This design comes from an exercise in tuning for small area on the open sky130 flow, not from production work. In this exercise RTL edits were held to simulation tests only and were not proved equivalent to the original.

==> v26 <==
Design rgb_to_ycrcb, start of the top module:
module rgb_to_ycrcb(input clk,
	input [7:0] r,
	input [7:0] g,
	input [7:0] b,
	output [7:0] y,
	output [7:0] cr,
	output [7:0] cb);
Settings: LEC_CHECK=0, CAP_MARGIN=20, CORE_MARGIN=2, CORE_UTILIZATION=70, PLACE_DENSITY=0.8, SLEW_MARGIN=20, SYNTH_HIERARCHICAL=1, SYNTH_MINIMUM_KEEP_SIZE=0; clock period 5.0 ns.
standard.sh (not shown) runs the stock make flow with config.mk's settings and CLKGATE_MAP_FILE= SYNTH_SCRIPT=/design/flow/synth_recipe.tcl, a recipe that flattens the netlist after the stock synthesis.
==> flow/flow/run.sh <==
#!/bin/bash
bash standard.sh "BUFFER_PORTS_ARGS=-buffer_cell sky130_fd_sc_hd__buf_1" \
  "CTS_ARGS=-sink_clustering_enable -repair_clock_nets -dont_use_dummy_load -root_buf sky130_fd_sc_hd__clkbuf_8 -buf_list sky130_fd_sc_hd__clkbuf_4 -sink_clustering_size 20" \
  finish > standard.log 2>&1
==> inputs of v21, as changes to v26 <==
==> flow/flow/run.sh (replaced) <==
#!/bin/bash
bash standard.sh "BUFFER_PORTS_ARGS=-buffer_cell sky130_fd_sc_hd__buf_1" \
  "CTS_ARGS=-sink_clustering_enable -repair_clock_nets -dont_use_dummy_load -buf_list {sky130_fd_sc_hd__clkbuf_4 sky130_fd_sc_hd__clkbuf_8} -sink_clustering_size 20" \
  finish > standard.log 2>&1
==> metrics.yaml <==
routing:
  remaining_drc_errors: 0
timing:
  hold-worst-slack_ns: 0.3220
critical_path:
  cp.required_ns: 5.25
yosys:
  synthXorXnorAreaFrac: 0.02451
  ys_seq_area_frac: 0.3324
run_status:
  status: "complete, no violations"
placed_design:
  place_congestion: 0.8894
[end of results for v21]
==> metrics.yaml <==
run_status:
  status: "complete, no violations"
placed_design:
  place_congestion: 0.8894
yosys:
  ys_seq_area_frac: 0.3324
  synthXorXnorAreaFrac: 0.02451
[end of results for v26]

* * *

==> inputs of job 4017 <==
Another version of the RTL of rgb_to_ycrcb (not shown whole).
// rgb_to_ycrcb
module rgb_to_ycrcb(input clk,
	input [7:0] r,
	input [7:0] g,
	input [7:0] b,
	output [7:0] y,
	output [7:0] cr,
	output [7:0] cb);
reg r1_1;
reg r1_2;
reg r1_3;
reg r1_4;
reg r1_5;
reg r1_6;
reg r1_7;
reg r1_8;
reg g1_9;
reg g1_10;
reg g1_11;
reg g1_12;
reg g1_13;
reg g1_14;
reg g1_15;
reg g1_16;
reg b1_17;
reg b1_18;
reg b1_19;
reg b1_20;
reg b1_21;
reg b1_22;
reg b1_23;
reg b1_24;
reg w2_220;
reg w2_221;
reg w2_222;
reg w2_223;
reg w2_224;
reg w2_225;
reg w2_226;
reg w2_227;
reg w2_228;
reg w2_229;
reg w2_230;
reg w2_231;
reg w2_232;
reg w2_233;
reg w2_234;
reg w2_235;
reg r2_236;
reg r2_237;
reg r2_238;
reg r2_239;
reg r2_240;
reg r2_241;
reg r2_242;
reg r2_243;
reg b2_244;
reg b2_245;
reg b2_246;
reg b2_247;
reg b2_248;
reg b2_249;
reg b2_250;
reg b2_251;
reg cr3_686;
reg cr3_687;
reg cr3_688;
reg cr3_689;
reg cr3_690;
reg cr3_691;
reg cr3_692;
reg cr3_693;
reg cb3_694;
reg cb3_695;
reg cb3_696;
reg cb3_697;
reg cb3_698;
reg cb3_699;
reg cb3_700;
reg cb3_701;
reg y3_702;
reg y3_703;
reg y3_704;
reg y3_705;
reg y3_706;
reg y3_707;
reg y3_708;
reg y3_709;
wire s25;
wire c26;
wire s27;
wire c28;
wire s29;
wire c30;
wire s31;
wire c32;
wire s33;
wire c34;
wire s35;
wire c36;
wire s37;
wire c38;
wire s39;
wire c40;
wire s41;
wire c42;
wire s43;
wire c44;
wire s45;
wire c46;
wire s47;
wire c48;
wire s49;
wire c50;
wire s51;
wire c52;
wire s53;
wire c54;
wire s55;
  ...
==> flow/config.mk <==
export PLATFORM = sky130hd
export DESIGN_NAME = rgb_to_ycrcb
export DESIGN_NICKNAME = rgb_to_ycrcb
export VERILOG_FILES = /design/flow/design.v
export SDC_FILE = /design/flow/constraint.sdc
export NUM_CORES = 4
export LEC_CHECK = 0
export CAP_MARGIN = 20
export CORE_MARGIN = 2
export CORE_UTILIZATION = 40
export SLEW_MARGIN = 20
export SYNTH_HIERARCHICAL = 1
export SYNTH_MINIMUM_KEEP_SIZE = 0
==> flow/constraint.sdc <==
create_clock -name core_clock -period 5.0 [get_ports {clk}]
set_input_delay 1.0000 -clock core_clock [delete_from_list [all_inputs] [get_ports {clk}]]
set_output_delay 1.0000 -clock core_clock [all_outputs]
set_load 0.01 [all_outputs]
==> flow/flow/run.sh <==
#!/bin/bash
bash standard.sh > standard.log 2>&1
==> inputs of job 6658, as changes to job 4017 <==
==> flow/run.sh (new file) <==
#!/bin/bash
# synth_recipe.tcl (not shown) runs the flow's synth.tcl, then flattens the netlist and writes it again
# the make line also repeats each setting of config.mk as NAME=value (left out here)
make -C /OpenROAD-flow-scripts/flow DESIGN_CONFIG=/design/flow/config.mk WORK_HOME=/design/flow/orfs CLKGATE_MAP_FILE= SYNTH_SCRIPT=/design/flow/synth_recipe.tcl finish
removed: flow/flow/run.sh
removed: flow/standard.sh
==> summary of the runs <==
- In sequential share of layout area, job 4017 and job 6658 do not differ.
- Non-clock buffer count is the same in job 6658 and job 4017.
- In via count, job 6658 and job 4017 do not differ.
- In cell count, job 6658 and job 4017 do not differ.
- Synthesized cell count is the same in job 4017 and job 6658.
- Flip-flop and latch count is the same in job 4017 and job 6658.
- In count of clock-buffer cells in the layout, job 4017 and job 6658 do not differ.
- In worst setup slack, job 6658 and job 4017 do not differ.
==> figures <==
item                                                          job 4017        job 6658
Run status                                              finished clean  finished clean
Combined global-route utilization of all metal layers            15.2%           15.2%
Non-clock buffer count in the final layout                          59              59
Max-slew violation count                                             0               0
Seq/total area                                                   24.4%           24.4%
Count of placed standard cells including taps                      654             654
Initial Utilization                                              40.6%           40.6%
Hold WC Path Type                                         flop to flop    flop to flop
Adder-cell area share of the yosys netlist                       49.6%           49.6%
Pin count of the biggest net entering global routing                15              15
Maximum fanout along the worst path                                  4               4
Period Utilization, post-route                                   96.3%           96.3%
Global routing's busiest layer                                    met2            met2
Met3 layer wire length in the routed design                     371 µm          371 µm
Clock root buffer master                                     clkbuf_16       clkbuf_16
Layout Skew                                                 0.00848 ns      0.00848 ns
Number of buffers inserted during clock tree synthesis               9               9
Sum of routed wire segments on met1                            4510 µm         4510 µm

==> port drivers added, routing unchanged <==
The flow's constraints put no driver on any port. The routed layouts listed below were extracted and timed again, unchanged, in two steps. Step 1: set_driving_cell puts a clkbuf_16 on clk and a buf_2 on each other input, an assumption about the parent block. Step 2 times the ports against the registers' clock, not the clock port: input delays grow and output delays shrink by t, the midpoint of the rising clock arrivals with the driver on. Three values: ideal, step 1, step 2; two values: the first two.
| run | t (ns) | setup WS [ns] | worst slew at a driven data input, ns | cell pins on the clock port's net |
|---|---|---|---|---|
| v26 | 0.374 | 0.122 / 0.122 / -0.054 | 0.03 | 1 |
| v21 | 0.374 | 0.122 / 0.122 / -0.054 | 0.03 | 1 |
| job 4017 | 0.374 | 0.184 / 0.184 / 0.184 | 0.03 | 1 |
| job 6658 | 0.374 | 0.184 / 0.184 / 0.184 | 0.03 | 1 |
Met with ideal ports but missed after step 2: setup timing in v26 and v21.
